What follows belongs to an exercise in optimizing a design on an open flow for small area, a short achievable clock period and few clock cycles; a production flow would make more cautious choices. The RTL was checked by simulation tests, not by an equivalence proof against the original design. Power is estimated from default activity; no workload was simulated.

## flow/design.v (module list and top-level ports; edited modules follow where they fit)
// module ks_in: 4 lines
// module cmp_gtn: 3 lines
// module ks_in0: 3 lines
// module ks_np: 4 lines
// module ks_np_g: 3 lines
// module ks_pn: 4 lines
// module ks_pn_g: 3 lines
// module ks_inv: 3 lines
// module ks_xor: 3 lines
// module ks_xnor: 3 lines
// module add64: 628 lines
// module cmp64: 234 lines
// module CPU: 146 lines
// module rf_read: 7 lines
module CPU(
	input logic clk,
	input logic reset,
	output logic [63:0] imem_addr,
	input logic [31:0] imem_rdata,
	output logic [63:0] dmem_addr,
	output logic [63:0] dmem_wdata,
	output logic dmem_we,
	output logic dmem_re,
	input logic [63:0] dmem_rdata
);
  // ...
==> flow/run.sh <==
#!/bin/bash
# synth_recipe.tcl (not shown) runs the flow's synth.tcl, then flattens the netlist and writes it again
# the make line also repeats each setting of config.mk as NAME=value (left out here)
make -C /OpenROAD-flow-scripts/flow DESIGN_CONFIG=/design/flow/config.mk WORK_HOME=/design/flow/orfs CLKGATE_MAP_FILE= SYNTH_SCRIPT=/design/flow/synth_recipe.tcl finish
==> flow/config.mk <==
export PLATFORM = sky130hd
export DESIGN_NAME = CPU
export DESIGN_NICKNAME = CPU
export VERILOG_FILES = /design/flow/design.v
export SDC_FILE = /design/flow/constraint.sdc
export NUM_CORES = 4
export LEC_CHECK = 0
export CAP_MARGIN = 20
export CORE_MARGIN = 2
export CORE_UTILIZATION = 50
export CTS_BUF_LIST = sky130_fd_sc_hd__clkbuf_8
export SETUP_SLACK_MARGIN = 3.3
export SLEW_MARGIN = 20
export SYNTH_HIERARCHICAL = 1
export SYNTH_MINIMUM_KEEP_SIZE = 0
==> flow/constraint.sdc <==
create_clock -name core_clock -period 7.0 [get_ports {clk}]
set_input_delay 1.4000 -clock core_clock [delete_from_list [all_inputs] [get_ports {clk}]]
set_output_delay 1.4000 -clock core_clock [all_outputs]
set_load 0.01 [all_outputs]
==> reports/metrics.cfg, run 1 <==
[sta]
finalMaxSlewViolations=0
max_freq_mhz=242.4

[grt]
met2_usage_pct=62.34
grt_max_degree=81
grt_util_met1_pct=53.37
grt_pass1_wl_mm=623.0
grt.busiest_layer=met2

[routing]
wirelength_mm=466.0
first_pass_iters=14
routed_via_density=7.329
wl_met2_mm=194.9

[critical_path]
criticalPathCategory=register to register
r2r_cells=21
cpMostUsedCell=nor2_4

[cells_and_area]
buffers=805
clock_buffers=439
num-nonclk-inverters=155
final_core_utilization_pct=61.79
area_growth_pct=22.83
clkCellAreaFrac_pct=5.873
diodes=24

[yosys]
synth_top_area_cell=edfxtp_1
synthArstFlopShare_pct=0
synth_common_cells=1,984 x edfxtp_1, 1,536 x a22oi_1, 467 x nor2_1
synth_warnings=7
synth_cell_types=61

[power_and_ir_drop]
pg_clk_mw=11.6
intPower_mw=26.36
combPwrFrac_pct=24.9
p_switching_mw=13.05
top_power_group=registers
comb-power_mw=9.82
power.density_nw_per_um2=315.2

[placement]
place.port_buffers=235
hpwl_mm=276.8

[run_status]
status=no timing/DRC/antenna violations

Testbench counts, summed over its fixed seeds: cycles 30,837.
==> module cmp_gtn, before the edit <==
module cmp_gtn (input logic a, b, output logic y);
  assign y = ~(a & ~b);
endmodule
==> module cmp64, before the edit <==
module cmp64 (
  input  logic [63:0] a,
  input  logic [63:0] b,
  output logic        gt,
  output logic        eq,
  output logic        lt
);
  logic c0_g0, c0_t0, c0_g1, c0_t1, c0_g2, c0_t2, c0_g3, c0_t3;
  logic c0_g4, c0_t4, c0_g5, c0_t5, c0_g6, c0_t6, c0_g7, c0_t7;
  logic c0_g8, c0_t8, c0_g9, c0_t9, c0_g10, c0_t10, c0_g11, c0_t11;
  logic c0_g12, c0_t12, c0_g13, c0_t13, c0_g14, c0_t14, c0_g15, c0_t15;
  logic c0_g16, c0_t16, c0_g17, c0_t17, c0_g18, c0_t18, c0_g19, c0_t19;
  logic c0_g20, c0_t20, c0_g21, c0_t21, c0_g22, c0_t22, c0_g23, c0_t23;
  logic c0_g24, c0_t24, c0_g25, c0_t25, c0_g26, c0_t26, c0_g27, c0_t27;
  logic c0_g28, c0_t28, c0_g29, c0_t29, c0_g30, c0_t30, c0_g31, c0_t31;
  logic c0_g32, c0_t32, c0_g33, c0_t33, c0_g34, c0_t34, c0_g35, c0_t35;
  logic c0_g36, c0_t36, c0_g37, c0_t37, c0_g38, c0_t38, c0_g39, c0_t39;
  logic c0_g40, c0_t40, c0_g41, c0_t41, c0_g42, c0_t42, c0_g43, c0_t43;
  logic c0_g44, c0_t44, c0_g45, c0_t45, c0_g46, c0_t46, c0_g47, c0_t47;
  logic c0_g48, c0_t48, c0_g49, c0_t49, c0_g50, c0_t50, c0_g51, c0_t51;
  logic c0_g52, c0_t52, c0_g53, c0_t53, c0_g54, c0_t54, c0_g55, c0_t55;
  logic c0_g56, c0_t56, c0_g57, c0_t57, c0_g58, c0_t58, c0_g59, c0_t59;
  logic c0_g60, c0_t60, c0_g61, c0_t61, c0_g62, c0_t62, c0_g63, c0_t63;
  logic c1_g0, c1_t0, c1_g1, c1_t1, c1_g2, c1_t2, c1_g3, c1_t3;
  logic c1_g4, c1_t4, c1_g5, c1_t5, c1_g6, c1_t6, c1_g7, c1_t7;
  logic c1_g8, c1_t8, c1_g9, c1_t9, c1_g10, c1_t10, c1_g11, c1_t11;
  logic c1_g12, c1_t12, c1_g13, c1_t13, c1_g14, c1_t14, c1_g15, c1_t15;
  logic c1_g16, c1_t16, c1_g17, c1_t17, c1_g18, c1_t18, c1_g19, c1_t19;
  logic c1_g20, c1_t20, c1_g21, c1_t21, c1_g22, c1_t22, c1_g23, c1_t23;
  logic c1_g24, c1_t24, c1_g25, c1_t25, c1_g26, c1_t26, c1_g27, c1_t27;
  logic c1_g28, c1_t28, c1_g29, c1_t29, c1_g30, c1_t30, c1_g31, c1_t31;
  logic c2_g0, c2_t0, c2_g1, c2_t1, c2_g2, c2_t2, c2_g3, c2_t3;
  logic c2_g4, c2_t4, c2_g5, c2_t5, c2_g6, c2_t6, c2_g7, c2_t7;
  logic c2_g8, c2_t8, c2_g9, c2_t9, c2_g10, c2_t10, c2_g11, c2_t11;
  logic c2_g12, c2_t12, c2_g13, c2_t13, c2_g14, c2_t14, c2_g15, c2_t15;
  logic c3_g0, c3_t0, c3_g1, c3_t1, c3_g2, c3_t2, c3_g3, c3_t3;
  logic c3_g4, c3_t4, c3_g5, c3_t5, c3_g6, c3_t6, c3_g7, c3_t7;
  logic c4_g0, c4_t0, c4_g1, c4_t1, c4_g2, c4_t2, c4_g3, c4_t3;
  logic c5_g0, c5_t0, c5_g1, c5_t1, c6_g0, c6_t0;
  cmp_gtn u_cg0 (.a(a[0]), .b(b[0]), .y(c0_g0));
  ks_xor u_cx0 (.a(a[0]), .b(b[0]), .y(c0_t0));
  cmp_gtn u_cg1 (.a(a[1]), .b(b[1]), .y(c0_g1));
  ks_xor u_cx1 (.a(a[1]), .b(b[1]), .y(c0_t1));
  cmp_gtn u_cg2 (.a(a[2]), .b(b[2]), .y(c0_g2));
  ks_xor u_cx2 (.a(a[2]), .b(b[2]), .y(c0_t2));
  cmp_gtn u_cg3 (.a(a[3]), .b(b[3]), .y(c0_g3));
  ks_xor u_cx3 (.a(a[3]), .b(b[3]), .y(c0_t3));
  cmp_gtn u_cg4 (.a(a[4]), .b(b[4]), .y(c0_g4));
  ks_xor u_cx4 (.a(a[4]), .b(b[4]), .y(c0_t4));
  cmp_gtn u_cg5 (.a(a[5]), .b(b[5]), .y(c0_g5));
  ks_xor u_cx5 (.a(a[5]), .b(b[5]), .y(c0_t5));
  cmp_gtn u_cg6 (.a(a[6]), .b(b[6]), .y(c0_g6));
  ks_xor u_cx6 (.a(a[6]), .b(b[6]), .y(c0_t6));
  cmp_gtn u_cg7 (.a(a[7]), .b(b[7]), .y(c0_g7));
  ks_xor u_cx7 (.a(a[7]), .b(b[7]), .y(c0_t7));
  cmp_gtn u_cg8 (.a(a[8]), .b(b[8]), .y(c0_g8));
  ks_xor u_cx8 (.a(a[8]), .b(b[8]), .y(c0_t8));
  cmp_gtn u_cg9 (.a(a[9]), .b(b[9]), .y(c0_g9));
  ks_xor u_cx9 (.a(a[9]), .b(b[9]), .y(c0_t9));
  cmp_gtn u_cg10 (.a(a[10]), .b(b[10]), .y(c0_g10));
  ks_xor u_cx10 (.a(a[10]), .b(b[10]), .y(c0_t10));
  cmp_gtn u_cg11 (.a(a[11]), .b(b[11]), .y(c0_g11));
  ks_xor u_cx11 (.a(a[11]), .b(b[11]), .y(c0_t11));
  cmp_gtn u_cg12 (.a(a[12]), .b(b[12]), .y(c0_g12));
  ks_xor u_cx12 (.a(a[12]), .b(b[12]), .y(c0_t12));
  cmp_gtn u_cg13 (.a(a[13]), .b(b[13]), .y(c0_g13));
  ks_xor u_cx13 (.a(a[13]), .b(b[13]), .y(c0_t13));
  cmp_gtn u_cg14 (.a(a[14]), .b(b[14]), .y(c0_g14));
  ks_xor u_cx14 (.a(a[14]), .b(b[14]), .y(c0_t14));
  cmp_gtn u_cg15 (.a(a[15]), .b(b[15]), .y(c0_g15));
  ks_xor u_cx15 (.a(a[15]), .b(b[15]), .y(c0_t15));
  cmp_gtn u_cg16 (.a(a[16]), .b(b[16]), .y(c0_g16));
  ks_xor u_cx16 (.a(a[16]), .b(b[16]), .y(c0_t16));
  cmp_gtn u_cg17 (.a(a[17]), .b(b[17]), .y(c0_g17));
  ks_xor u_cx17 (.a(a[17]), .b(b[17]), .y(c0_t17));
  cmp_gtn u_cg18 (.a(a[18]), .b(b[18]), .y(c0_g18));
  ks_xor u_cx18 (.a(a[18]), .b(b[18]), .y(c0_t18));
  cmp_gtn u_cg19 (.a(a[19]), .b(b[19]), .y(c0_g19));
  ks_xor u_cx19 (.a(a[19]), .b(b[19]), .y(c0_t19));
  cmp_gtn u_cg20 (.a(a[20]), .b(b[20]), .y(c0_g20));
  ks_xor u_cx20 (.a(a[20]), .b(b[20]), .y(c0_t20));
  cmp_gtn u_cg21 (.a(a[21]), .b(b[21]), .y(c0_g21));
  ks_xor u_cx21 (.a(a[21]), .b(b[21]), .y(c0_t21));
  cmp_gtn u_cg22 (.a(a[22]), .b(b[22]), .y(c0_g22));
  ks_xor u_cx22 (.a(a[22]), .b(b[22]), .y(c0_t22));
  cmp_gtn u_cg23 (.a(a[23]), .b(b[23]), .y(c0_g23));
  ks_xor u_cx23 (.a(a[23]), .b(b[23]), .y(c0_t23));
  cmp_gtn u_cg24 (.a(a[24]), .b(b[24]), .y(c0_g24));
  ks_xor u_cx24 (.a(a[24]), .b(b[24]), .y(c0_t24));
  cmp_gtn u_cg25 (.a(a[25]), .b(b[25]), .y(c0_g25));
  ks_xor u_cx25 (.a(a[25]), .b(b[25]), .y(c0_t25));
  cmp_gtn u_cg26 (.a(a[26]), .b(b[26]), .y(c0_g26));
  ks_xor u_cx26 (.a(a[26]), .b(b[26]), .y(c0_t26));
  cmp_gtn u_cg27 (.a(a[27]), .b(b[27]), .y(c0_g27));
  ks_xor u_cx27 (.a(a[27]), .b(b[27]), .y(c0_t27));
  cmp_gtn u_cg28 (.a(a[28]), .b(b[28]), .y(c0_g28));
  ks_xor u_cx28 (.a(a[28]), .b(b[28]), .y(c0_t28));
  cmp_gtn u_cg29 (.a(a[29]), .b(b[29]), .y(c0_g29));
  ks_xor u_cx29 (.a(a[29]), .b(b[29]), .y(c0_t29));
  cmp_gtn u_cg30 (.a(a[30]), .b(b[30]), .y(c0_g30));
  ks_xor u_cx30 (.a(a[30]), .b(b[30]), .y(c0_t30));
  cmp_gtn u_cg31 (.a(a[31]), .b(b[31]), .y(c0_g31));
  ks_xor u_cx31 (.a(a[31]), .b(b[31]), .y(c0_t31));
  cmp_gtn u_cg32 (.a(a[32]), .b(b[32]), .y(c0_g32));
  ks_xor u_cx32 (.a(a[32]), .b(b[32]), .y(c0_t32));
  cmp_gtn u_cg33 (.a(a[33]), .b(b[33]), .y(c0_g33));
  ks_xor u_cx33 (.a(a[33]), .b(b[33]), .y(c0_t33));
  cmp_gtn u_cg34 (.a(a[34]), .b(b[34]), .y(c0_g34));
  ks_xor u_cx34 (.a(a[34]), .b(b[34]), .y(c0_t34));
  cmp_gtn u_cg35 (.a(a[35]), .b(b[35]), .y(c0_g35));
  ks_xor u_cx35 (.a(a[35]), .b(b[35]), .y(c0_t35));
  cmp_gtn u_cg36 (.a(a[36]), .b(b[36]), .y(c0_g36));
  ks_xor u_cx36 (.a(a[36]), .b(b[36]), .y(c0_t36));
  cmp_gtn u_cg37 (.a(a[37]), .b(b[37]), .y(c0_g37));
  ks_xor u_cx37 (.a(a[37]), .b(b[37]), .y(c0_t37));
  cmp_gtn u_cg38 (.a(a[38]), .b(b[38]), .y(c0_g38));
  ks_xor u_cx38 (.a(a[38]), .b(b[38]), .y(c0_t38));
  cmp_gtn u_cg39 (.a(a[39]), .b(b[39]), .y(c0_g39));
  ks_xor u_cx39 (.a(a[39]), .b(b[39]), .y(c0_t39));
  cmp_gtn u_cg40 (.a(a[40]), .b(b[40]), .y(c0_g40));
  ks_xor u_cx40 (.a(a[40]), .b(b[40]), .y(c0_t40));
  cmp_gtn u_cg41 (.a(a[41]), .b(b[41]), .y(c0_g41));
  ks_xor u_cx41 (.a(a[41]), .b(b[41]), .y(c0_t41));
  cmp_gtn u_cg42 (.a(a[42]), .b(b[42]), .y(c0_g42));
  ks_xor u_cx42 (.a(a[42]), .b(b[42]), .y(c0_t42));
  cmp_gtn u_cg43 (.a(a[43]), .b(b[43]), .y(c0_g43));
  ks_xor u_cx43 (.a(a[43]), .b(b[43]), .y(c0_t43));
  cmp_gtn u_cg44 (.a(a[44]), .b(b[44]), .y(c0_g44));
  ks_xor u_cx44 (.a(a[44]), .b(b[44]), .y(c0_t44));
  cmp_gtn u_cg45 (.a(a[45]), .b(b[45]), .y(c0_g45));
  ks_xor u_cx45 (.a(a[45]), .b(b[45]), .y(c0_t45));
  cmp_gtn u_cg46 (.a(a[46]), .b(b[46]), .y(c0_g46));
  ks_xor u_cx46 (.a(a[46]), .b(b[46]), .y(c0_t46));
  cmp_gtn u_cg47 (.a(a[47]), .b(b[47]), .y(c0_g47));
  ks_xor u_cx47 (.a(a[47]), .b(b[47]), .y(c0_t47));
  cmp_gtn u_cg48 (.a(a[48]), .b(b[48]), .y(c0_g48));
  ks_xor u_cx48 (.a(a[48]), .b(b[48]), .y(c0_t48));
  cmp_gtn u_cg49 (.a(a[49]), .b(b[49]), .y(c0_g49));
  ks_xor u_cx49 (.a(a[49]), .b(b[49]), .y(c0_t49));
  cmp_gtn u_cg50 (.a(a[50]), .b(b[50]), .y(c0_g50));
  ks_xor u_cx50 (.a(a[50]), .b(b[50]), .y(c0_t50));
  cmp_gtn u_cg51 (.a(a[51]), .b(b[51]), .y(c0_g51));
  ks_xor u_cx51 (.a(a[51]), .b(b[51]), .y(c0_t51));
  cmp_gtn u_cg52 (.a(a[52]), .b(b[52]), .y(c0_g52));
  ks_xor u_cx52 (.a(a[52]), .b(b[52]), .y(c0_t52));
  cmp_gtn u_cg53 (.a(a[53]), .b(b[53]), .y(c0_g53));
  ks_xor u_cx53 (.a(a[53]), .b(b[53]), .y(c0_t53));
  cmp_gtn u_cg54 (.a(a[54]), .b(b[54]), .y(c0_g54));
  ks_xor u_cx54 (.a(a[54]), .b(b[54]), .y(c0_t54));
  cmp_gtn u_cg55 (.a(a[55]), .b(b[55]), .y(c0_g55));
  ks_xor u_cx55 (.a(a[55]), .b(b[55]), .y(c0_t55));
  cmp_gtn u_cg56 (.a(a[56]), .b(b[56]), .y(c0_g56));
  ks_xor u_cx56 (.a(a[56]), .b(b[56]), .y(c0_t56));
  cmp_gtn u_cg57 (.a(a[57]), .b(b[57]), .y(c0_g57));
  ks_xor u_cx57 (.a(a[57]), .b(b[57]), .y(c0_t57));
  cmp_gtn u_cg58 (.a(a[58]), .b(b[58]), .y(c0_g58));
  ks_xor u_cx58 (.a(a[58]), .b(b[58]), .y(c0_t58));
  cmp_gtn u_cg59 (.a(a[59]), .b(b[59]), .y(c0_g59));
  ks_xor u_cx59 (.a(a[59]), .b(b[59]), .y(c0_t59));
  cmp_gtn u_cg60 (.a(a[60]), .b(b[60]), .y(c0_g60));
  ks_xor u_cx60 (.a(a[60]), .b(b[60]), .y(c0_t60));
  cmp_gtn u_cg61 (.a(a[61]), .b(b[61]), .y(c0_g61));
  ks_xor u_cx61 (.a(a[61]), .b(b[61]), .y(c0_t61));
  cmp_gtn u_cg62 (.a(a[62]), .b(b[62]), .y(c0_g62));
  ks_xor u_cx62 (.a(a[62]), .b(b[62]), .y(c0_t62));
  cmp_gtn u_cg63 (.a(a[63]), .b(b[63]), .y(c0_g63));
  ks_xor u_cx63 (.a(a[63]), .b(b[63]), .y(c0_t63));
  ks_np u_c1_g0 (.ghn(c0_g1), .thn(c0_t1), .gln(c0_g0), .tln(c0_t0), .g(c1_g0), .t(c1_t0));
  ks_np u_c1_g1 (.ghn(c0_g3), .thn(c0_t3), .gln(c0_g2), .tln(c0_t2), .g(c1_g1), .t(c1_t1));
  ks_np u_c1_g2 (.ghn(c0_g5), .thn(c0_t5), .gln(c0_g4), .tln(c0_t4), .g(c1_g2), .t(c1_t2));
  ks_np u_c1_g3 (.ghn(c0_g7), .thn(c0_t7), .gln(c0_g6), .tln(c0_t6), .g(c1_g3), .t(c1_t3));
  ks_np u_c1_g4 (.ghn(c0_g9), .thn(c0_t9), .gln(c0_g8), .tln(c0_t8), .g(c1_g4), .t(c1_t4));
  ks_np u_c1_g5 (.ghn(c0_g11), .thn(c0_t11), .gln(c0_g10), .tln(c0_t10), .g(c1_g5), .t(c1_t5));
  ks_np u_c1_g6 (.ghn(c0_g13), .thn(c0_t13), .gln(c0_g12), .tln(c0_t12), .g(c1_g6), .t(c1_t6));
  ks_np u_c1_g7 (.ghn(c0_g15), .thn(c0_t15), .gln(c0_g14), .tln(c0_t14), .g(c1_g7), .t(c1_t7));
  ks_np u_c1_g8 (.ghn(c0_g17), .thn(c0_t17), .gln(c0_g16), .tln(c0_t16), .g(c1_g8), .t(c1_t8));
  ks_np u_c1_g9 (.ghn(c0_g19), .thn(c0_t19), .gln(c0_g18), .tln(c0_t18), .g(c1_g9), .t(c1_t9));
  ks_np u_c1_g10 (.ghn(c0_g21), .thn(c0_t21), .gln(c0_g20), .tln(c0_t20), .g(c1_g10), .t(c1_t10));
  ks_np u_c1_g11 (.ghn(c0_g23), .thn(c0_t23), .gln(c0_g22), .tln(c0_t22), .g(c1_g11), .t(c1_t11));
  ks_np u_c1_g12 (.ghn(c0_g25), .thn(c0_t25), .gln(c0_g24), .tln(c0_t24), .g(c1_g12), .t(c1_t12));
  ks_np u_c1_g13 (.ghn(c0_g27), .thn(c0_t27), .gln(c0_g26), .tln(c0_t26), .g(c1_g13), .t(c1_t13));
  ks_np u_c1_g14 (.ghn(c0_g29), .thn(c0_t29), .gln(c0_g28), .tln(c0_t28), .g(c1_g14), .t(c1_t14));
  ks_np u_c1_g15 (.ghn(c0_g31), .thn(c0_t31), .gln(c0_g30), .tln(c0_t30), .g(c1_g15), .t(c1_t15));
  ks_np u_c1_g16 (.ghn(c0_g33), .thn(c0_t33), .gln(c0_g32), .tln(c0_t32), .g(c1_g16), .t(c1_t16));
  ks_np u_c1_g17 (.ghn(c0_g35), .thn(c0_t35), .gln(c0_g34), .tln(c0_t34), .g(c1_g17), .t(c1_t17));
  ks_np u_c1_g18 (.ghn(c0_g37), .thn(c0_t37), .gln(c0_g36), .tln(c0_t36), .g(c1_g18), .t(c1_t18));
  ks_np u_c1_g19 (.ghn(c0_g39), .thn(c0_t39), .gln(c0_g38), .tln(c0_t38), .g(c1_g19), .t(c1_t19));
  ks_np u_c1_g20 (.ghn(c0_g41), .thn(c0_t41), .gln(c0_g40), .tln(c0_t40), .g(c1_g20), .t(c1_t20));
  ks_np u_c1_g21 (.ghn(c0_g43), .thn(c0_t43), .gln(c0_g42), .tln(c0_t42), .g(c1_g21), .t(c1_t21));
  ks_np u_c1_g22 (.ghn(c0_g45), .thn(c0_t45), .gln(c0_g44), .tln(c0_t44), .g(c1_g22), .t(c1_t22));
  ks_np u_c1_g23 (.ghn(c0_g47), .thn(c0_t47), .gln(c0_g46), .tln(c0_t46), .g(c1_g23), .t(c1_t23));
  ks_np u_c1_g24 (.ghn(c0_g49), .thn(c0_t49), .gln(c0_g48), .tln(c0_t48), .g(c1_g24), .t(c1_t24));
  ks_np u_c1_g25 (.ghn(c0_g51), .thn(c0_t51), .gln(c0_g50), .tln(c0_t50), .g(c1_g25), .t(c1_t25));
  ks_np u_c1_g26 (.ghn(c0_g53), .thn(c0_t53), .gln(c0_g52), .tln(c0_t52), .g(c1_g26), .t(c1_t26));
  ks_np u_c1_g27 (.ghn(c0_g55), .thn(c0_t55), .gln(c0_g54), .tln(c0_t54), .g(c1_g27), .t(c1_t27));
  ks_np u_c1_g28 (.ghn(c0_g57), .thn(c0_t57), .gln(c0_g56), .tln(c0_t56), .g(c1_g28), .t(c1_t28));
  ks_np u_c1_g29 (.ghn(c0_g59), .thn(c0_t59), .gln(c0_g58), .tln(c0_t58), .g(c1_g29), .t(c1_t29));
  ks_np u_c1_g30 (.ghn(c0_g61), .thn(c0_t61), .gln(c0_g60), .tln(c0_t60), .g(c1_g30), .t(c1_t30));
  ks_np u_c1_g31 (.ghn(c0_g63), .thn(c0_t63), .gln(c0_g62), .tln(c0_t62), .g(c1_g31), .t(c1_t31));
  ks_pn u_c2_g0 (.gh(c1_g1), .th(c1_t1), .gl(c1_g0), .tl(c1_t0), .gn(c2_g0), .tn(c2_t0));
  ks_pn u_c2_g1 (.gh(c1_g3), .th(c1_t3), .gl(c1_g2), .tl(c1_t2), .gn(c2_g1), .tn(c2_t1));
  ks_pn u_c2_g2 (.gh(c1_g5), .th(c1_t5), .gl(c1_g4), .tl(c1_t4), .gn(c2_g2), .tn(c2_t2));
  ks_pn u_c2_g3 (.gh(c1_g7), .th(c1_t7), .gl(c1_g6), .tl(c1_t6), .gn(c2_g3), .tn(c2_t3));
  ks_pn u_c2_g4 (.gh(c1_g9), .th(c1_t9), .gl(c1_g8), .tl(c1_t8), .gn(c2_g4), .tn(c2_t4));
  ks_pn u_c2_g5 (.gh(c1_g11), .th(c1_t11), .gl(c1_g10), .tl(c1_t10), .gn(c2_g5), .tn(c2_t5));
  ks_pn u_c2_g6 (.gh(c1_g13), .th(c1_t13), .gl(c1_g12), .tl(c1_t12), .gn(c2_g6), .tn(c2_t6));
  ks_pn u_c2_g7 (.gh(c1_g15), .th(c1_t15), .gl(c1_g14), .tl(c1_t14), .gn(c2_g7), .tn(c2_t7));
  ks_pn u_c2_g8 (.gh(c1_g17), .th(c1_t17), .gl(c1_g16), .tl(c1_t16), .gn(c2_g8), .tn(c2_t8));
  ks_pn u_c2_g9 (.gh(c1_g19), .th(c1_t19), .gl(c1_g18), .tl(c1_t18), .gn(c2_g9), .tn(c2_t9));
  ks_pn u_c2_g10 (.gh(c1_g21), .th(c1_t21), .gl(c1_g20), .tl(c1_t20), .gn(c2_g10), .tn(c2_t10));
  ks_pn u_c2_g11 (.gh(c1_g23), .th(c1_t23), .gl(c1_g22), .tl(c1_t22), .gn(c2_g11), .tn(c2_t11));
  ks_pn u_c2_g12 (.gh(c1_g25), .th(c1_t25), .gl(c1_g24), .tl(c1_t24), .gn(c2_g12), .tn(c2_t12));
  ks_pn u_c2_g13 (.gh(c1_g27), .th(c1_t27), .gl(c1_g26), .tl(c1_t26), .gn(c2_g13), .tn(c2_t13));
  ks_pn u_c2_g14 (.gh(c1_g29), .th(c1_t29), .gl(c1_g28), .tl(c1_t28), .gn(c2_g14), .tn(c2_t14));
  ks_pn u_c2_g15 (.gh(c1_g31), .th(c1_t31), .gl(c1_g30), .tl(c1_t30), .gn(c2_g15), .tn(c2_t15));
  ks_np u_c3_g0 (.ghn(c2_g1), .thn(c2_t1), .gln(c2_g0), .tln(c2_t0), .g(c3_g0), .t(c3_t0));
  ks_np u_c3_g1 (.ghn(c2_g3), .thn(c2_t3), .gln(c2_g2), .tln(c2_t2), .g(c3_g1), .t(c3_t1));
  ks_np u_c3_g2 (.ghn(c2_g5), .thn(c2_t5), .gln(c2_g4), .tln(c2_t4), .g(c3_g2), .t(c3_t2));
  ks_np u_c3_g3 (.ghn(c2_g7), .thn(c2_t7), .gln(c2_g6), .tln(c2_t6), .g(c3_g3), .t(c3_t3));
  ks_np u_c3_g4 (.ghn(c2_g9), .thn(c2_t9), .gln(c2_g8), .tln(c2_t8), .g(c3_g4), .t(c3_t4));
  ks_np u_c3_g5 (.ghn(c2_g11), .thn(c2_t11), .gln(c2_g10), .tln(c2_t10), .g(c3_g5), .t(c3_t5));
  ks_np u_c3_g6 (.ghn(c2_g13), .thn(c2_t13), .gln(c2_g12), .tln(c2_t12), .g(c3_g6), .t(c3_t6));
  ks_np u_c3_g7 (.ghn(c2_g15), .thn(c2_t15), .gln(c2_g14), .tln(c2_t14), .g(c3_g7), .t(c3_t7));
  ks_pn u_c4_g0 (.gh(c3_g1), .th(c3_t1), .gl(c3_g0), .tl(c3_t0), .gn(c4_g0), .tn(c4_t0));
  ks_pn u_c4_g1 (.gh(c3_g3), .th(c3_t3), .gl(c3_g2), .tl(c3_t2), .gn(c4_g1), .tn(c4_t1));
  ks_pn u_c4_g2 (.gh(c3_g5), .th(c3_t5), .gl(c3_g4), .tl(c3_t4), .gn(c4_g2), .tn(c4_t2));
  ks_pn u_c4_g3 (.gh(c3_g7), .th(c3_t7), .gl(c3_g6), .tl(c3_t6), .gn(c4_g3), .tn(c4_t3));
  ks_np u_c5_g0 (.ghn(c4_g1), .thn(c4_t1), .gln(c4_g0), .tln(c4_t0), .g(c5_g0), .t(c5_t0));
  ks_np u_c5_g1 (.ghn(c4_g3), .thn(c4_t3), .gln(c4_g2), .tln(c4_t2), .g(c5_g1), .t(c5_t1));
  ks_pn u_c6_g0 (.gh(c5_g1), .th(c5_t1), .gl(c5_g0), .tl(c5_t0), .gn(c6_g0), .tn(c6_t0));
  assign gt = ~c6_g0;
  assign eq = ~c6_t0;
  assign lt = c6_g0 & c6_t0;
endmodule
==> inputs of run 2 (changes only) <==
--- a/flow/design.v
+++ b/flow/design.v
@@ -2,8 +2,8 @@
   assign gn = ~(a & b);
   assign tn = ~(a | b);
 endmodule
-module cmp_gtn (input logic a, b, output logic y);
-  assign y = ~(a & ~b);
+module cmp_gtn (input logic an, bn, output logic y);
+  assign y = an | ~bn;
 endmodule
 module ks_in0 (input logic a, b, ci, output logic gn);
   assign gn = ~((a & b) | ((a | b) & ci));
@@ -660,11 +660,10 @@
   ks_xnor u_s63 (.a(x[63]), .b(g6_62), .y(s[63]));
 endmodule
 module cmp64 (
-  input  logic [63:0] a,
-  input  logic [63:0] b,
-  output logic        gt,
-  output logic        eq,
-  output logic        lt
+  input  logic [63:0] an,
+  input  logic [63:0] bn,
+  output logic        gtn,
+  output logic        eqn
 );
   logic c0_g0, c0_t0, c0_g1, c0_t1, c0_g2, c0_t2, c0_g3, c0_t3;
   logic c0_g4, c0_t4, c0_g5, c0_t5, c0_g6, c0_t6, c0_g7, c0_t7;
@@ -698,134 +697,134 @@
   logic c3_g4, c3_t4, c3_g5, c3_t5, c3_g6, c3_t6, c3_g7, c3_t7;
   logic c4_g0, c4_t0, c4_g1, c4_t1, c4_g2, c4_t2, c4_g3, c4_t3;
   logic c5_g0, c5_t0, c5_g1, c5_t1, c6_g0, c6_t0;
-  cmp_gtn u_cg0 (.a(a[0]), .b(b[0]), .y(c0_g0));
-  ks_xor u_cx0 (.a(a[0]), .b(b[0]), .y(c0_t0));
-  cmp_gtn u_cg1 (.a(a[1]), .b(b[1]), .y(c0_g1));
-  ks_xor u_cx1 (.a(a[1]), .b(b[1]), .y(c0_t1));
-  cmp_gtn u_cg2 (.a(a[2]), .b(b[2]), .y(c0_g2));
-  ks_xor u_cx2 (.a(a[2]), .b(b[2]), .y(c0_t2));
-  cmp_gtn u_cg3 (.a(a[3]), .b(b[3]), .y(c0_g3));
-  ks_xor u_cx3 (.a(a[3]), .b(b[3]), .y(c0_t3));
-  cmp_gtn u_cg4 (.a(a[4]), .b(b[4]), .y(c0_g4));
-  ks_xor u_cx4 (.a(a[4]), .b(b[4]), .y(c0_t4));
-  cmp_gtn u_cg5 (.a(a[5]), .b(b[5]), .y(c0_g5));
-  ks_xor u_cx5 (.a(a[5]), .b(b[5]), .y(c0_t5));
-  cmp_gtn u_cg6 (.a(a[6]), .b(b[6]), .y(c0_g6));
-  ks_xor u_cx6 (.a(a[6]), .b(b[6]), .y(c0_t6));
-  cmp_gtn u_cg7 (.a(a[7]), .b(b[7]), .y(c0_g7));
-  ks_xor u_cx7 (.a(a[7]), .b(b[7]), .y(c0_t7));
-  cmp_gtn u_cg8 (.a(a[8]), .b(b[8]), .y(c0_g8));
-  ks_xor u_cx8 (.a(a[8]), .b(b[8]), .y(c0_t8));
-  cmp_gtn u_cg9 (.a(a[9]), .b(b[9]), .y(c0_g9));
-  ks_xor u_cx9 (.a(a[9]), .b(b[9]), .y(c0_t9));
-  cmp_gtn u_cg10 (.a(a[10]), .b(b[10]), .y(c0_g10));
-  ks_xor u_cx10 (.a(a[10]), .b(b[10]), .y(c0_t10));
-  cmp_gtn u_cg11 (.a(a[11]), .b(b[11]), .y(c0_g11));
-  ks_xor u_cx11 (.a(a[11]), .b(b[11]), .y(c0_t11));
-  cmp_gtn u_cg12 (.a(a[12]), .b(b[12]), .y(c0_g12));
-  ks_xor u_cx12 (.a(a[12]), .b(b[12]), .y(c0_t12));
-  cmp_gtn u_cg13 (.a(a[13]), .b(b[13]), .y(c0_g13));
-  ks_xor u_cx13 (.a(a[13]), .b(b[13]), .y(c0_t13));
-  cmp_gtn u_cg14 (.a(a[14]), .b(b[14]), .y(c0_g14));
-  ks_xor u_cx14 (.a(a[14]), .b(b[14]), .y(c0_t14));
-  cmp_gtn u_cg15 (.a(a[15]), .b(b[15]), .y(c0_g15));
-  ks_xor u_cx15 (.a(a[15]), .b(b[15]), .y(c0_t15));
-  cmp_gtn u_cg16 (.a(a[16]), .b(b[16]), .y(c0_g16));
-  ks_xor u_cx16 (.a(a[16]), .b(b[16]), .y(c0_t16));
-  cmp_gtn u_cg17 (.a(a[17]), .b(b[17]), .y(c0_g17));
-  ks_xor u_cx17 (.a(a[17]), .b(b[17]), .y(c0_t17));
-  cmp_gtn u_cg18 (.a(a[18]), .b(b[18]), .y(c0_g18));
-  ks_xor u_cx18 (.a(a[18]), .b(b[18]), .y(c0_t18));
-  cmp_gtn u_cg19 (.a(a[19]), .b(b[19]), .y(c0_g19));
-  ks_xor u_cx19 (.a(a[19]), .b(b[19]), .y(c0_t19));
-  cmp_gtn u_cg20 (.a(a[20]), .b(b[20]), .y(c0_g20));
-  ks_xor u_cx20 (.a(a[20]), .b(b[20]), .y(c0_t20));
-  cmp_gtn u_cg21 (.a(a[21]), .b(b[21]), .y(c0_g21));
-  ks_xor u_cx21 (.a(a[21]), .b(b[21]), .y(c0_t21));
-  cmp_gtn u_cg22 (.a(a[22]), .b(b[22]), .y(c0_g22));
-  ks_xor u_cx22 (.a(a[22]), .b(b[22]), .y(c0_t22));
-  cmp_gtn u_cg23 (.a(a[23]), .b(b[23]), .y(c0_g23));
-  ks_xor u_cx23 (.a(a[23]), .b(b[23]), .y(c0_t23));
-  cmp_gtn u_cg24 (.a(a[24]), .b(b[24]), .y(c0_g24));
-  ks_xor u_cx24 (.a(a[24]), .b(b[24]), .y(c0_t24));
-  cmp_gtn u_cg25 (.a(a[25]), .b(b[25]), .y(c0_g25));
-  ks_xor u_cx25 (.a(a[25]), .b(b[25]), .y(c0_t25));
-  cmp_gtn u_cg26 (.a(a[26]), .b(b[26]), .y(c0_g26));
-  ks_xor u_cx26 (.a(a[26]), .b(b[26]), .y(c0_t26));
-  cmp_gtn u_cg27 (.a(a[27]), .b(b[27]), .y(c0_g27));
-  ks_xor u_cx27 (.a(a[27]), .b(b[27]), .y(c0_t27));
-  cmp_gtn u_cg28 (.a(a[28]), .b(b[28]), .y(c0_g28));
-  ks_xor u_cx28 (.a(a[28]), .b(b[28]), .y(c0_t28));
-  cmp_gtn u_cg29 (.a(a[29]), .b(b[29]), .y(c0_g29));
-  ks_xor u_cx29 (.a(a[29]), .b(b[29]), .y(c0_t29));
-  cmp_gtn u_cg30 (.a(a[30]), .b(b[30]), .y(c0_g30));
-  ks_xor u_cx30 (.a(a[30]), .b(b[30]), .y(c0_t30));
-  cmp_gtn u_cg31 (.a(a[31]), .b(b[31]), .y(c0_g31));
-  ks_xor u_cx31 (.a(a[31]), .b(b[31]), .y(c0_t31));
-  cmp_gtn u_cg32 (.a(a[32]), .b(b[32]), .y(c0_g32));
-  ks_xor u_cx32 (.a(a[32]), .b(b[32]), .y(c0_t32));
-  cmp_gtn u_cg33 (.a(a[33]), .b(b[33]), .y(c0_g33));
-  ks_xor u_cx33 (.a(a[33]), .b(b[33]), .y(c0_t33));
-  cmp_gtn u_cg34 (.a(a[34]), .b(b[34]), .y(c0_g34));
-  ks_xor u_cx34 (.a(a[34]), .b(b[34]), .y(c0_t34));
-  cmp_gtn u_cg35 (.a(a[35]), .b(b[35]), .y(c0_g35));
-  ks_xor u_cx35 (.a(a[35]), .b(b[35]), .y(c0_t35));
-  cmp_gtn u_cg36 (.a(a[36]), .b(b[36]), .y(c0_g36));
-  ks_xor u_cx36 (.a(a[36]), .b(b[36]), .y(c0_t36));
-  cmp_gtn u_cg37 (.a(a[37]), .b(b[37]), .y(c0_g37));
-  ks_xor u_cx37 (.a(a[37]), .b(b[37]), .y(c0_t37));
-  cmp_gtn u_cg38 (.a(a[38]), .b(b[38]), .y(c0_g38));
-  ks_xor u_cx38 (.a(a[38]), .b(b[38]), .y(c0_t38));
-  cmp_gtn u_cg39 (.a(a[39]), .b(b[39]), .y(c0_g39));
-  ks_xor u_cx39 (.a(a[39]), .b(b[39]), .y(c0_t39));
-  cmp_gtn u_cg40 (.a(a[40]), .b(b[40]), .y(c0_g40));
-  ks_xor u_cx40 (.a(a[40]), .b(b[40]), .y(c0_t40));
-  cmp_gtn u_cg41 (.a(a[41]), .b(b[41]), .y(c0_g41));
-  ks_xor u_cx41 (.a(a[41]), .b(b[41]), .y(c0_t41));
-  cmp_gtn u_cg42 (.a(a[42]), .b(b[42]), .y(c0_g42));
-  ks_xor u_cx42 (.a(a[42]), .b(b[42]), .y(c0_t42));
-  cmp_gtn u_cg43 (.a(a[43]), .b(b[43]), .y(c0_g43));
-  ks_xor u_cx43 (.a(a[43]), .b(b[43]), .y(c0_t43));
-  cmp_gtn u_cg44 (.a(a[44]), .b(b[44]), .y(c0_g44));
-  ks_xor u_cx44 (.a(a[44]), .b(b[44]), .y(c0_t44));
-  cmp_gtn u_cg45 (.a(a[45]), .b(b[45]), .y(c0_g45));
-  ks_xor u_cx45 (.a(a[45]), .b(b[45]), .y(c0_t45));
-  cmp_gtn u_cg46 (.a(a[46]), .b(b[46]), .y(c0_g46));
-  ks_xor u_cx46 (.a(a[46]), .b(b[46]), .y(c0_t46));
-  cmp_gtn u_cg47 (.a(a[47]), .b(b[47]), .y(c0_g47));
-  ks_xor u_cx47 (.a(a[47]), .b(b[47]), .y(c0_t47));
-  cmp_gtn u_cg48 (.a(a[48]), .b(b[48]), .y(c0_g48));
-  ks_xor u_cx48 (.a(a[48]), .b(b[48]), .y(c0_t48));
-  cmp_gtn u_cg49 (.a(a[49]), .b(b[49]), .y(c0_g49));
-  ks_xor u_cx49 (.a(a[49]), .b(b[49]), .y(c0_t49));
-  cmp_gtn u_cg50 (.a(a[50]), .b(b[50]), .y(c0_g50));
-  ks_xor u_cx50 (.a(a[50]), .b(b[50]), .y(c0_t50));
-  cmp_gtn u_cg51 (.a(a[51]), .b(b[51]), .y(c0_g51));
-  ks_xor u_cx51 (.a(a[51]), .b(b[51]), .y(c0_t51));
-  cmp_gtn u_cg52 (.a(a[52]), .b(b[52]), .y(c0_g52));
-  ks_xor u_cx52 (.a(a[52]), .b(b[52]), .y(c0_t52));
-  cmp_gtn u_cg53 (.a(a[53]), .b(b[53]), .y(c0_g53));
-  ks_xor u_cx53 (.a(a[53]), .b(b[53]), .y(c0_t53));
-  cmp_gtn u_cg54 (.a(a[54]), .b(b[54]), .y(c0_g54));
-  ks_xor u_cx54 (.a(a[54]), .b(b[54]), .y(c0_t54));
-  cmp_gtn u_cg55 (.a(a[55]), .b(b[55]), .y(c0_g55));
-  ks_xor u_cx55 (.a(a[55]), .b(b[55]), .y(c0_t55));
-  cmp_gtn u_cg56 (.a(a[56]), .b(b[56]), .y(c0_g56));
-  ks_xor u_cx56 (.a(a[56]), .b(b[56]), .y(c0_t56));
-  cmp_gtn u_cg57 (.a(a[57]), .b(b[57]), .y(c0_g57));
-  ks_xor u_cx57 (.a(a[57]), .b(b[57]), .y(c0_t57));
-  cmp_gtn u_cg58 (.a(a[58]), .b(b[58]), .y(c0_g58));
-  ks_xor u_cx58 (.a(a[58]), .b(b[58]), .y(c0_t58));
-  cmp_gtn u_cg59 (.a(a[59]), .b(b[59]), .y(c0_g59));
-  ks_xor u_cx59 (.a(a[59]), .b(b[59]), .y(c0_t59));
-  cmp_gtn u_cg60 (.a(a[60]), .b(b[60]), .y(c0_g60));
-  ks_xor u_cx60 (.a(a[60]), .b(b[60]), .y(c0_t60));
-  cmp_gtn u_cg61 (.a(a[61]), .b(b[61]), .y(c0_g61));
-  ks_xor u_cx61 (.a(a[61]), .b(b[61]), .y(c0_t61));
-  cmp_gtn u_cg62 (.a(a[62]), .b(b[62]), .y(c0_g62));
-  ks_xor u_cx62 (.a(a[62]), .b(b[62]), .y(c0_t62));
-  cmp_gtn u_cg63 (.a(a[63]), .b(b[63]), .y(c0_g63));
-  ks_xor u_cx63 (.a(a[63]), .b(b[63]), .y(c0_t63));
+  cmp_gtn u_cg0 (.an(an[0]), .bn(bn[0]), .y(c0_g0));
+  ks_xor u_cx0 (.a(an[0]), .b(bn[0]), .y(c0_t0));
+  cmp_gtn u_cg1 (.an(an[1]), .bn(bn[1]), .y(c0_g1));
+  ks_xor u_cx1 (.a(an[1]), .b(bn[1]), .y(c0_t1));
+  cmp_gtn u_cg2 (.an(an[2]), .bn(bn[2]), .y(c0_g2));
+  ks_xor u_cx2 (.a(an[2]), .b(bn[2]), .y(c0_t2));
+  cmp_gtn u_cg3 (.an(an[3]), .bn(bn[3]), .y(c0_g3));
+  ks_xor u_cx3 (.a(an[3]), .b(bn[3]), .y(c0_t3));
+  cmp_gtn u_cg4 (.an(an[4]), .bn(bn[4]), .y(c0_g4));
+  ks_xor u_cx4 (.a(an[4]), .b(bn[4]), .y(c0_t4));
+  cmp_gtn u_cg5 (.an(an[5]), .bn(bn[5]), .y(c0_g5));
+  ks_xor u_cx5 (.a(an[5]), .b(bn[5]), .y(c0_t5));
+  cmp_gtn u_cg6 (.an(an[6]), .bn(bn[6]), .y(c0_g6));
+  ks_xor u_cx6 (.a(an[6]), .b(bn[6]), .y(c0_t6));
+  cmp_gtn u_cg7 (.an(an[7]), .bn(bn[7]), .y(c0_g7));
+  ks_xor u_cx7 (.a(an[7]), .b(bn[7]), .y(c0_t7));
+  cmp_gtn u_cg8 (.an(an[8]), .bn(bn[8]), .y(c0_g8));
+  ks_xor u_cx8 (.a(an[8]), .b(bn[8]), .y(c0_t8));
+  cmp_gtn u_cg9 (.an(an[9]), .bn(bn[9]), .y(c0_g9));
+  ks_xor u_cx9 (.a(an[9]), .b(bn[9]), .y(c0_t9));
+  cmp_gtn u_cg10 (.an(an[10]), .bn(bn[10]), .y(c0_g10));
+  ks_xor u_cx10 (.a(an[10]), .b(bn[10]), .y(c0_t10));
+  cmp_gtn u_cg11 (.an(an[11]), .bn(bn[11]), .y(c0_g11));
+  ks_xor u_cx11 (.a(an[11]), .b(bn[11]), .y(c0_t11));
+  cmp_gtn u_cg12 (.an(an[12]), .bn(bn[12]), .y(c0_g12));
+  ks_xor u_cx12 (.a(an[12]), .b(bn[12]), .y(c0_t12));
+  cmp_gtn u_cg13 (.an(an[13]), .bn(bn[13]), .y(c0_g13));
+  ks_xor u_cx13 (.a(an[13]), .b(bn[13]), .y(c0_t13));
+  cmp_gtn u_cg14 (.an(an[14]), .bn(bn[14]), .y(c0_g14));
+  ks_xor u_cx14 (.a(an[14]), .b(bn[14]), .y(c0_t14));
+  cmp_gtn u_cg15 (.an(an[15]), .bn(bn[15]), .y(c0_g15));
+  ks_xor u_cx15 (.a(an[15]), .b(bn[15]), .y(c0_t15));
+  cmp_gtn u_cg16 (.an(an[16]), .bn(bn[16]), .y(c0_g16));
+  ks_xor u_cx16 (.a(an[16]), .b(bn[16]), .y(c0_t16));
+  cmp_gtn u_cg17 (.an(an[17]), .bn(bn[17]), .y(c0_g17));
+  ks_xor u_cx17 (.a(an[17]), .b(bn[17]), .y(c0_t17));
+  cmp_gtn u_cg18 (.an(an[18]), .bn(bn[18]), .y(c0_g18));
+  ks_xor u_cx18 (.a(an[18]), .b(bn[18]), .y(c0_t18));
+  cmp_gtn u_cg19 (.an(an[19]), .bn(bn[19]), .y(c0_g19));
+  ks_xor u_cx19 (.a(an[19]), .b(bn[19]), .y(c0_t19));
+  cmp_gtn u_cg20 (.an(an[20]), .bn(bn[20]), .y(c0_g20));
+  ks_xor u_cx20 (.a(an[20]), .b(bn[20]), .y(c0_t20));
+  cmp_gtn u_cg21 (.an(an[21]), .bn(bn[21]), .y(c0_g21));
+  ks_xor u_cx21 (.a(an[21]), .b(bn[21]), .y(c0_t21));
+  cmp_gtn u_cg22 (.an(an[22]), .bn(bn[22]), .y(c0_g22));
+  ks_xor u_cx22 (.a(an[22]), .b(bn[22]), .y(c0_t22));
+  cmp_gtn u_cg23 (.an(an[23]), .bn(bn[23]), .y(c0_g23));
+  ks_xor u_cx23 (.a(an[23]), .b(bn[23]), .y(c0_t23));
+  cmp_gtn u_cg24 (.an(an[24]), .bn(bn[24]), .y(c0_g24));
+  ks_xor u_cx24 (.a(an[24]), .b(bn[24]), .y(c0_t24));
+  cmp_gtn u_cg25 (.an(an[25]), .bn(bn[25]), .y(c0_g25));
+  ks_xor u_cx25 (.a(an[25]), .b(bn[25]), .y(c0_t25));
+  cmp_gtn u_cg26 (.an(an[26]), .bn(bn[26]), .y(c0_g26));
+  ks_xor u_cx26 (.a(an[26]), .b(bn[26]), .y(c0_t26));
+  cmp_gtn u_cg27 (.an(an[27]), .bn(bn[27]), .y(c0_g27));
+  ks_xor u_cx27 (.a(an[27]), .b(bn[27]), .y(c0_t27));
+  cmp_gtn u_cg28 (.an(an[28]), .bn(bn[28]), .y(c0_g28));
+  ks_xor u_cx28 (.a(an[28]), .b(bn[28]), .y(c0_t28));
+  cmp_gtn u_cg29 (.an(an[29]), .bn(bn[29]), .y(c0_g29));
+  ks_xor u_cx29 (.a(an[29]), .b(bn[29]), .y(c0_t29));
+  cmp_gtn u_cg30 (.an(an[30]), .bn(bn[30]), .y(c0_g30));
+  ks_xor u_cx30 (.a(an[30]), .b(bn[30]), .y(c0_t30));
+  cmp_gtn u_cg31 (.an(an[31]), .bn(bn[31]), .y(c0_g31));
+  ks_xor u_cx31 (.a(an[31]), .b(bn[31]), .y(c0_t31));
+  cmp_gtn u_cg32 (.an(an[32]), .bn(bn[32]), .y(c0_g32));
+  ks_xor u_cx32 (.a(an[32]), .b(bn[32]), .y(c0_t32));
+  cmp_gtn u_cg33 (.an(an[33]), .bn(bn[33]), .y(c0_g33));
+  ks_xor u_cx33 (.a(an[33]), .b(bn[33]), .y(c0_t33));
+  cmp_gtn u_cg34 (.an(an[34]), .bn(bn[34]), .y(c0_g34));
+  ks_xor u_cx34 (.a(an[34]), .b(bn[34]), .y(c0_t34));
+  cmp_gtn u_cg35 (.an(an[35]), .bn(bn[35]), .y(c0_g35));
+  ks_xor u_cx35 (.a(an[35]), .b(bn[35]), .y(c0_t35));
+  cmp_gtn u_cg36 (.an(an[36]), .bn(bn[36]), .y(c0_g36));
+  ks_xor u_cx36 (.a(an[36]), .b(bn[36]), .y(c0_t36));
+  cmp_gtn u_cg37 (.an(an[37]), .bn(bn[37]), .y(c0_g37));
+  ks_xor u_cx37 (.a(an[37]), .b(bn[37]), .y(c0_t37));
+  cmp_gtn u_cg38 (.an(an[38]), .bn(bn[38]), .y(c0_g38));
+  ks_xor u_cx38 (.a(an[38]), .b(bn[38]), .y(c0_t38));
+  cmp_gtn u_cg39 (.an(an[39]), .bn(bn[39]), .y(c0_g39));
+  ks_xor u_cx39 (.a(an[39]), .b(bn[39]), .y(c0_t39));
+  cmp_gtn u_cg40 (.an(an[40]), .bn(bn[40]), .y(c0_g40));
+  ks_xor u_cx40 (.a(an[40]), .b(bn[40]), .y(c0_t40));
+  cmp_gtn u_cg41 (.an(an[41]), .bn(bn[41]), .y(c0_g41));
+  ks_xor u_cx41 (.a(an[41]), .b(bn[41]), .y(c0_t41));
+  cmp_gtn u_cg42 (.an(an[42]), .bn(bn[42]), .y(c0_g42));
+  ks_xor u_cx42 (.a(an[42]), .b(bn[42]), .y(c0_t42));
+  cmp_gtn u_cg43 (.an(an[43]), .bn(bn[43]), .y(c0_g43));
+  ks_xor u_cx43 (.a(an[43]), .b(bn[43]), .y(c0_t43));
+  cmp_gtn u_cg44 (.an(an[44]), .bn(bn[44]), .y(c0_g44));
+  ks_xor u_cx44 (.a(an[44]), .b(bn[44]), .y(c0_t44));
+  cmp_gtn u_cg45 (.an(an[45]), .bn(bn[45]), .y(c0_g45));
+  ks_xor u_cx45 (.a(an[45]), .b(bn[45]), .y(c0_t45));
+  cmp_gtn u_cg46 (.an(an[46]), .bn(bn[46]), .y(c0_g46));
+  ks_xor u_cx46 (.a(an[46]), .b(bn[46]), .y(c0_t46));
+  cmp_gtn u_cg47 (.an(an[47]), .bn(bn[47]), .y(c0_g47));
+  ks_xor u_cx47 (.a(an[47]), .b(bn[47]), .y(c0_t47));
+  cmp_gtn u_cg48 (.an(an[48]), .bn(bn[48]), .y(c0_g48));
+  ks_xor u_cx48 (.a(an[48]), .b(bn[48]), .y(c0_t48));
+  cmp_gtn u_cg49 (.an(an[49]), .bn(bn[49]), .y(c0_g49));
+  ks_xor u_cx49 (.a(an[49]), .b(bn[49]), .y(c0_t49));
+  cmp_gtn u_cg50 (.an(an[50]), .bn(bn[50]), .y(c0_g50));
+  ks_xor u_cx50 (.a(an[50]), .b(bn[50]), .y(c0_t50));
+  cmp_gtn u_cg51 (.an(an[51]), .bn(bn[51]), .y(c0_g51));
+  ks_xor u_cx51 (.a(an[51]), .b(bn[51]), .y(c0_t51));
+  cmp_gtn u_cg52 (.an(an[52]), .bn(bn[52]), .y(c0_g52));
+  ks_xor u_cx52 (.a(an[52]), .b(bn[52]), .y(c0_t52));
+  cmp_gtn u_cg53 (.an(an[53]), .bn(bn[53]), .y(c0_g53));
+  ks_xor u_cx53 (.a(an[53]), .b(bn[53]), .y(c0_t53));
+  cmp_gtn u_cg54 (.an(an[54]), .bn(bn[54]), .y(c0_g54));
+  ks_xor u_cx54 (.a(an[54]), .b(bn[54]), .y(c0_t54));
+  cmp_gtn u_cg55 (.an(an[55]), .bn(bn[55]), .y(c0_g55));
+  ks_xor u_cx55 (.a(an[55]), .b(bn[55]), .y(c0_t55));
+  cmp_gtn u_cg56 (.an(an[56]), .bn(bn[56]), .y(c0_g56));
+  ks_xor u_cx56 (.a(an[56]), .b(bn[56]), .y(c0_t56));
+  cmp_gtn u_cg57 (.an(an[57]), .bn(bn[57]), .y(c0_g57));
+  ks_xor u_cx57 (.a(an[57]), .b(bn[57]), .y(c0_t57));
+  cmp_gtn u_cg58 (.an(an[58]), .bn(bn[58]), .y(c0_g58));
+  ks_xor u_cx58 (.a(an[58]), .b(bn[58]), .y(c0_t58));
+  cmp_gtn u_cg59 (.an(an[59]), .bn(bn[59]), .y(c0_g59));
+  ks_xor u_cx59 (.a(an[59]), .b(bn[59]), .y(c0_t59));
+  cmp_gtn u_cg60 (.an(an[60]), .bn(bn[60]), .y(c0_g60));
+  ks_xor u_cx60 (.a(an[60]), .b(bn[60]), .y(c0_t60));
+  cmp_gtn u_cg61 (.an(an[61]), .bn(bn[61]), .y(c0_g61));
+  ks_xor u_cx61 (.a(an[61]), .b(bn[61]), .y(c0_t61));
+  cmp_gtn u_cg62 (.an(an[62]), .bn(bn[62]), .y(c0_g62));
+  ks_xor u_cx62 (.a(an[62]), .b(bn[62]), .y(c0_t62));
+  cmp_gtn u_cg63 (.an(an[63]), .bn(bn[63]), .y(c0_g63));
+  ks_xor u_cx63 (.a(an[63]), .b(bn[63]), .y(c0_t63));
   ks_np u_c1_g0 (.ghn(c0_g1), .thn(c0_t1), .gln(c0_g0), .tln(c0_t0), .g(c1_g0), .t(c1_t0));
   ks_np u_c1_g1 (.ghn(c0_g3), .thn(c0_t3), .gln(c0_g2), .tln(c0_t2), .g(c1_g1), .t(c1_t1));
   ks_np u_c1_g2 (.ghn(c0_g5), .thn(c0_t5), .gln(c0_g4), .tln(c0_t4), .g(c1_g2), .t(c1_t2));
@@ -889,9 +888,11 @@
   ks_np u_c5_g0 (.ghn(c4_g1), .thn(c4_t1), .gln(c4_g0), .tln(c4_t0), .g(c5_g0), .t(c5_t0));
   ks_np u_c5_g1 (.ghn(c4_g3), .thn(c4_t3), .gln(c4_g2), .tln(c4_t2), .g(c5_g1), .t(c5_t1));
   ks_pn u_c6_g0 (.gh(c5_g1), .th(c5_t1), .gl(c5_g0), .tl(c5_t0), .gn(c6_g0), .tn(c6_t0));
-  assign gt = ~c6_g0;
-  assign eq = ~c6_t0;
-  assign lt = c6_g0 & c6_t0;
+  assign gtn = c6_g0;
+  assign eqn = c6_t0;
+endmodule
+module br_mp (input logic gtn, eqn, fgt, feq, flt, output logic mp);
+  assign mp = (fgt & ~gtn) | (feq & ~eqn) | (flt & gtn & eqn);
 endmodule
 module CPU(
 	input logic clk,
@@ -905,17 +906,19 @@
 	input logic [63:0] dmem_rdata
 );
   logic [11:1] pc;
+  logic        x_kill;
   logic [4:0]  x_rd;       
   logic        x_ld, x_st;
   logic [63:0] x_a, x_b;
   logic [11:0] x_imm;
   logic        x_useimm, x_sub, x_logic, x_and;
-  logic        x_m_eq, x_m_ne, x_m_lt, x_m_ge, x_m_gt, x_m_le;
+  logic        x_f_gt, x_f_eq, x_f_lt;
   logic [11:1] x_alt;      
-  logic        x_fa_m, x_fb_m;
+  logic        x_fa_ld, x_fa_alu, x_fa_rf, x_fb_ld, x_fb_alu, x_fb_rf;
   logic [63:0] m_res, m_wd;
   logic [4:0]  m_rd;
   logic        m_we, m_re;
+  logic        m_ldw;      
   logic [63:0] m_val;
   logic [63:0] rf [1:31];
   logic mp;
@@ -935,14 +938,11 @@
   assign f_pt = is_br & (f_same ? (f3 == 3'b000) : (i[31] | (f3 == 3'b001)));
   assign f_tgt = pc + {i[7], i[30:25], i[11:8]};
   assign pc_inc = pc + 11'd2;
-  always_ff @(posedge clk) begin
-    if (reset)
-      pc <= 11'd0;
-    else if (mp)
-      pc <= x_alt;
-    else
-      pc <= f_pt ? f_tgt : pc_inc;
-  end
+  logic [11:1] pc_norm, pc_alt;
+  assign pc_norm = reset ? 11'd0 : f_pt ? f_tgt : pc_inc;
+  assign pc_alt = reset ? 11'd0 : x_alt;
+  always_ff @(posedge clk)
+    pc <= mp ? pc_alt : pc_norm;
   assign is_ld = i[0] & ~i[6] & ~i[5] & ~i[4];
   assign is_st = i[0] & ~i[6] &  i[5] & ~i[4];
   assign is_r  = i[0] & ~i[6] &  i[5] &  i[4];
@@ -968,28 +968,32 @@
   end
   assign r1 = (m_rd == rs1 && m_rd != 5'd0) ? m_val : q1;
   assign r2 = (m_rd == rs2 && m_rd != 5'd0) ? m_val : q2;
+  logic xw, fa_hit, fb_hit;
+  assign xw = !x_kill && (x_rd != 5'd0);
+  assign fa_hit = xw && (x_rd == rs1);
+  assign fb_hit = xw && (x_rd == rs2);
+  always_ff @(posedge clk)
+    x_kill <= reset || mp;
+  logic m_eq, m_ne, m_lt, m_ge, m_gt, m_le;
+  assign m_eq = is_br & (f3 == 3'b000 ? !f_pt : f3 == 3'b001 ?  f_pt : 1'b0);
+  assign m_ne = is_br & (f3 == 3'b000 ?  f_pt : f3 == 3'b001 ? !f_pt : 1'b0);
+  assign m_lt = is_br & (f3 == 3'b100) & !f_pt;
+  assign m_ge = is_br & (f3 == 3'b100) &  f_pt;
+  assign m_gt = is_br & (f3 == 3'b101) & !f_pt;
+  assign m_le = is_br & (f3 == 3'b101) &  f_pt;
+  logic f_gt, f_eq, f_lt;
+  assign f_gt = !reset & (m_ne | m_ge | m_gt);
+  assign f_eq = !reset & (m_eq | m_ge | m_le);
+  assign f_lt = !reset & (m_ne | m_lt | m_le);
   always_ff @(posedge clk) begin
-    if (reset || mp) begin
-      x_rd <= 5'd0;
-      x_ld <= 1'b0;
-      x_st <= 1'b0;
-      x_m_eq <= 1'b0;
-      x_m_ne <= 1'b0;
-      x_m_lt <= 1'b0;
-      x_m_ge <= 1'b0;
-      x_m_gt <= 1'b0;
-      x_m_le <= 1'b0;
-    end else begin
-      x_rd <= rd;
-      x_ld <= is_ld;
-      x_st <= is_st;
-      x_m_eq <= is_br & (f3 == 3'b000 ? !f_pt : f3 == 3'b001 ?  f_pt : 1'b0);
-      x_m_ne <= is_br & (f3 == 3'b000 ?  f_pt : f3 == 3'b001 ? !f_pt : 1'b0);
-      x_m_lt <= is_br & (f3 == 3'b100) & !f_pt;
-      x_m_ge <= is_br & (f3 == 3'b100) &  f_pt;
-      x_m_gt <= is_br & (f3 == 3'b101) & !f_pt;
-      x_m_le <= is_br & (f3 == 3'b101) &  f_pt;
-    end
+    x_f_gt <= f_gt & !mp;
+    x_f_eq <= f_eq & !mp;
+    x_f_lt <= f_lt & !mp;
+  end
+  always_ff @(posedge clk) begin
+    x_rd <= rd;
+    x_ld <= is_ld;
+    x_st <= is_st;
   end
   always_ff @(posedge clk) begin
     x_a <= r1;
@@ -1000,30 +1004,37 @@
     x_logic <= is_r & i[13];
     x_and <= i[12];
     x_alt <= f_pt ? pc_inc : f_tgt;
-    x_fa_m <= (x_rd != 5'd0) && (x_rd == rs1);
-    x_fb_m <= (x_rd != 5'd0) && (x_rd == rs2);
+    x_fa_ld <= fa_hit && x_ld;
+    x_fa_alu <= fa_hit && !x_ld;
+    x_fa_rf <= !fa_hit;
+    x_fb_ld <= fb_hit && x_ld;
+    x_fb_alu <= fb_hit && !x_ld;
+    x_fb_rf <= !fb_hit;
   end
   logic [63:0] a, b, bi, res;
   logic [63:0] s;
-  logic        lt, eq;
-  assign a = x_fa_m ? m_val : x_a;
-  assign b = x_fb_m ? m_val : x_b;
+  logic [63:0] an, bn;
+  assign an = ~(({64{x_fa_ld}} & dmem_rdata) | ({64{x_fa_alu}} & m_res) | ({64{x_fa_rf}} & x_a));
+  assign bn = ~(({64{x_fb_ld}} & dmem_rdata) | ({64{x_fb_alu}} & m_res) | ({64{x_fb_rf}} & x_b));
+  assign a = ~an;
+  assign b = ~bn;
   assign bi = x_useimm ? {{52{x_imm[11]}}, x_imm} : b;
   add64 u_add (.a(a), .b(bi ^ {64{x_sub}}), .ci(x_sub), .s(s));
-  logic        gt;
-  cmp64 u_cmp (.a(a), .b(b), .gt(gt), .eq(eq), .lt(lt));
-  assign mp = (x_m_eq & eq) | (x_m_ne & ~eq) | (x_m_lt & lt) | (x_m_ge & ~lt) |
-              (x_m_gt & gt) | (x_m_le & ~gt);
+  logic        gtn, eqn;
+  cmp64 u_cmp (.an(an), .bn(bn), .gtn(gtn), .eqn(eqn));
+  br_mp u_mp (.gtn(gtn), .eqn(eqn), .fgt(x_f_gt), .feq(x_f_eq), .flt(x_f_lt), .mp(mp));
   assign res = x_logic ? (x_and ? (a & bi) : (a | bi)) : s[63:0];
   always_ff @(posedge clk) begin
-    if (reset) begin
+    if (reset || x_kill) begin
       m_rd <= 5'd0;
       m_we <= 1'b0;
       m_re <= 1'b0;
+      m_ldw <= 1'b0;
     end else begin
       m_rd <= x_rd;
       m_we <= x_st;
       m_re <= x_ld;
+      m_ldw <= x_ld && (x_rd != 5'd0);
     end
   end
   always_ff @(posedge clk) begin
@@ -1034,7 +1045,7 @@
   assign dmem_wdata = m_wd;
   assign dmem_we = m_we;
   assign dmem_re = m_re;
-  assign m_val = m_re ? dmem_rdata : m_res;
+  assign m_val = m_ldw ? dmem_rdata : m_res;
   always_ff @(posedge clk)
     if (m_rd != 5'd0)
       rf[m_rd] <= m_val;
--- a/flow/config.mk
+++ b/flow/config.mk
@@ -6,8 +6,10 @@
 export NUM_CORES = 4
 export LEC_CHECK = 0
 export CAP_MARGIN = 20
+export CELL_PAD_IN_SITES_DETAIL_PLACEMENT = 1
+export CELL_PAD_IN_SITES_GLOBAL_PLACEMENT = 1
 export CORE_MARGIN = 2
-export CORE_UTILIZATION = 50
+export CORE_UTILIZATION = 45
 export CTS_BUF_LIST = sky130_fd_sc_hd__clkbuf_8
 export SETUP_SLACK_MARGIN = 3.3
 export SLEW_MARGIN = 20
==> run 2 against run 1 <==
Compared with the run above: via count is 0.64% higher; utilization shrank 7.8 points; total power fell by 2.5%; die area increased by 12%; setup slack gained 0.26 ns; first-iteration DRC count increased by 6.8%; area after synthesis increased by 1.3%; combinational power down 15%.
==> reports/metrics.cfg, run 2 <==
[grt]
grt_pass1_wl_mm=684.8  ; was 623.0 mm
grt_util_met1_pct=56.92  ; was 53.37%
use_met3_pct=13.26  ; was 18.97%
grt.busiest_layer=met2  ; unchanged
antenna_found_initial=36  ; was 34
met2_usage_pct=62.67  ; was 62.34%
first_global_vias=83420  ; was 80,370
grt_max_degree=65  ; was 81

[sta]
min_period_over_period_pct=55.17  ; was 58.94%
max_freq_mhz=258.9  ; was 242.4 MHz
finClkSkew_ns=0.09835  ; was 0.07060 ns
finalMaxSlewViolations=0  ; unchanged
setup_viol=0  ; unchanged
rsz0062_at_grt=true  ; unchanged

[yosys]
synth_top_cell_area_share_pct=57.81  ; was 58.54%
synth_common_cells=1,985 x edfxtp_1, 1,600 x a22oi_1, 354 x nor2_1  ; was 1,984 x edfxtp_1, 1,536 x a22oi_1, 467 x nor2_1
synth_edf_count=1985  ; was 1,984
synth_top_area_cell=edfxtp_1  ; unchanged
synth.yosys.seq_area_share_pct=63.98  ; was 64.76%
synth_cell_types=63  ; was 61
synthArstFlopShare_pct=0  ; unchanged
synth_warnings=7  ; unchanged
synthTopCellsByArea=edfxtp_1 58%, a22oi_1 12%, dfxtp_1 6.2%  ; was edfxtp_1 59%, a22oi_1 11%, dfxtp_1 6.2%

[critical_path]
rrSetupSlack_ns=3.21  ; was 2.87 ns
r2r_cells=16  ; was 21
cp.arrival_ns=4.85  ; was 5.14 ns
criticalPathCategory=input port to register  ; was register to register
required_ns=7.99  ; was 8.01 ns

[routing]
routed_via_density=7.321  ; was 7.329
drcViolationCount=0  ; unchanged
wirelength_mm=515.6  ; was 466.0 mm
vias=85660  ; was 85,120
first_pass_iters=10  ; was 14

[die]
fp.dieH_um=482.7  ; was 455.2 um
fp-row-count=175  ; was 165
num_io_pins=292  ; unchanged

[power_and_ir_drop]
power.density_nw_per_um2=312.9  ; was 315.2 nW/um^2

[placement]
place.port_buffers=235  ; unchanged
hpwl_mm=299.7  ; was 276.8 mm

[clocking]
cts_hold_buf=0  ; unchanged
clock-sinks=2303  ; was 2,300
worstSkewPairLatency_ns=1.14  ; was 1.17 ns
cts_buffers=403  ; was 393

[cells_and_area]
area_growth_pct=19.02  ; was 22.83%
drive_above_1_share_pct=23.41  ; was 25.71%
nets=8447  ; was 8,719
layout_common_cells=1,985 x edfxtp_1, 1,599 x a22oi_1, 451 x clkbuf_8, 367 x inv_1, 315 x buf_4  ; was 1,984 x edfxtp_1, 1,536 x a22oi_1, 455 x buf_4, 439 x clkbuf_8, 358 x nand2_1
largest-register=rf  ; unchanged

[run_status]
status=no timing/DRC/antenna violations  ; unchanged

[run 2: cell count changes in the layout (fill, tap and decap cells not counted), sizes merged, moves of 71 or more]
cell   change
mux2     +193
o21ai    -149
buf      -147
nor2     -116
inv       +79
nand2     -76
a21oi     -71
[run 2: metal layers]
| metal | routed length, um | vias to the layer above |
|---|---|---|
| li1 | - | 32740 |
| met5 | 578 | - |
| met3 | 70030 | 1961 |
| met2 | 218500 | 7207 |
| met1 | 192100 | 43730 |
| met4 | 34420 | 22 |
[run 2: area by class of cell]
type	count	area, sq um	share of cell area, %
flip-flops and latches	2303	66030	53.80
multi-input cells	4751	37620	30.66
repair buffers	658	6713	5.469
clock buffers	451	6207	5.058
well taps	3009	3765	3.068
clock inverters	274	1484	1.209
inverters	220	825.8	0.6729
diodes	34	85.08	0.06932
[run 2: worst max-delay path by stage]
stage                         startpoint        end  slack (ns)  cells after the start
after CTS                       x_fb_alu  m_res[58]        3.24                     17
after global placement     dmem_rdata[6]      pc[4]        1.27                     13
after detailed placement  dmem_rdata[27]      pc[4]        1.18                     13
final                     imem_rdata[22]    x_b[34]        3.14                      8
after floorplan           imem_rdata[23]    x_b[10]        2.52                      8
after global routing             x_fa_ld     x_f_eq        3.19                     16
[run 2: logic make-up after synthesis]
group / count (synthesis)
and+or+nand+nor: 1509
muxes: 285
adders and majority gates: 76
AOI/OAI and AO/OA: 2531
DFF: 2303
xor gates and xnor gates: 296
buffers and inverters: 397
other: 1
[run 2: modules after synthesis (local to each module, per instance), excerpt]
| module | cells inside | times used |
|---|---|---|
| ks_in0 | 2 | 1 |
| rf_read | 20 | 128 |
| CPU | 3742 | 1 |
| ks_in | 2 | 62 |
| br_mp | 4 | 1 |
| cmp_gtn | 1 | 64 |
| ks_np | 2 | 189 |
| ks_xnor | 1 | 42 |
| ks_xor | 1 | 150 |
[run 2: repair_timing]
item                       CTS  global route
setup buffers              123            51
cloned                       0             2
resized for setup          189           274
pin swaps                   67            62
setup endpoints to repair  208           107
[run 2: power breakdown]
| group | switching [mW] | internal [mW] |
|---|---|---|
| combinational | 5.80 | 2.55 |
| sequential | 0.727 | 17.2 |
| clock | 5.81 | 6.33 |
[run 2: stage by stage]
step | setup WS (ns) | cell area (sq um) | hold slack [ns] | util (%) | total power [mW]
finish | 3.138 | 122700 | 0.4478 | 53.95 | 38.40
global route | 3.190 | 122700 | 0.4713 | 53.92 | 39.38
CTS | 3.239 | 121300 | 0.4527 | 53.32 | 37.87
detailed placement | 1.175 | 111800 | 0.4212 | 49.16 | 25.71
global placement | 1.267 | 111800 | 0.4185 | 49.16 | 25.54
floorplan | 2.515 | 103800 | 0.4057 | - | 22.08
[run 2: critical path, cell delays in order]
cell and delay [ns]:
clkdlybuf4s15_1 0.49, or3_1 0.65, nor2_4 0.91, buf_12 0.52
a22oi_1 0.14, nand4_1 0.22, or4_1 0.15, mux2_4 0.13
Testbench counts of run 2, summed over its fixed seeds: cycles 30,837.

Setup slack of run 2, layout unchanged: 3.138 ns with ideal ports, 3.163 ns with driving cells assumed (clock clkbuf_16, inputs buf_2), 2.008 ns with port delays also shifted by the 1.188 ns mid clock arrival.
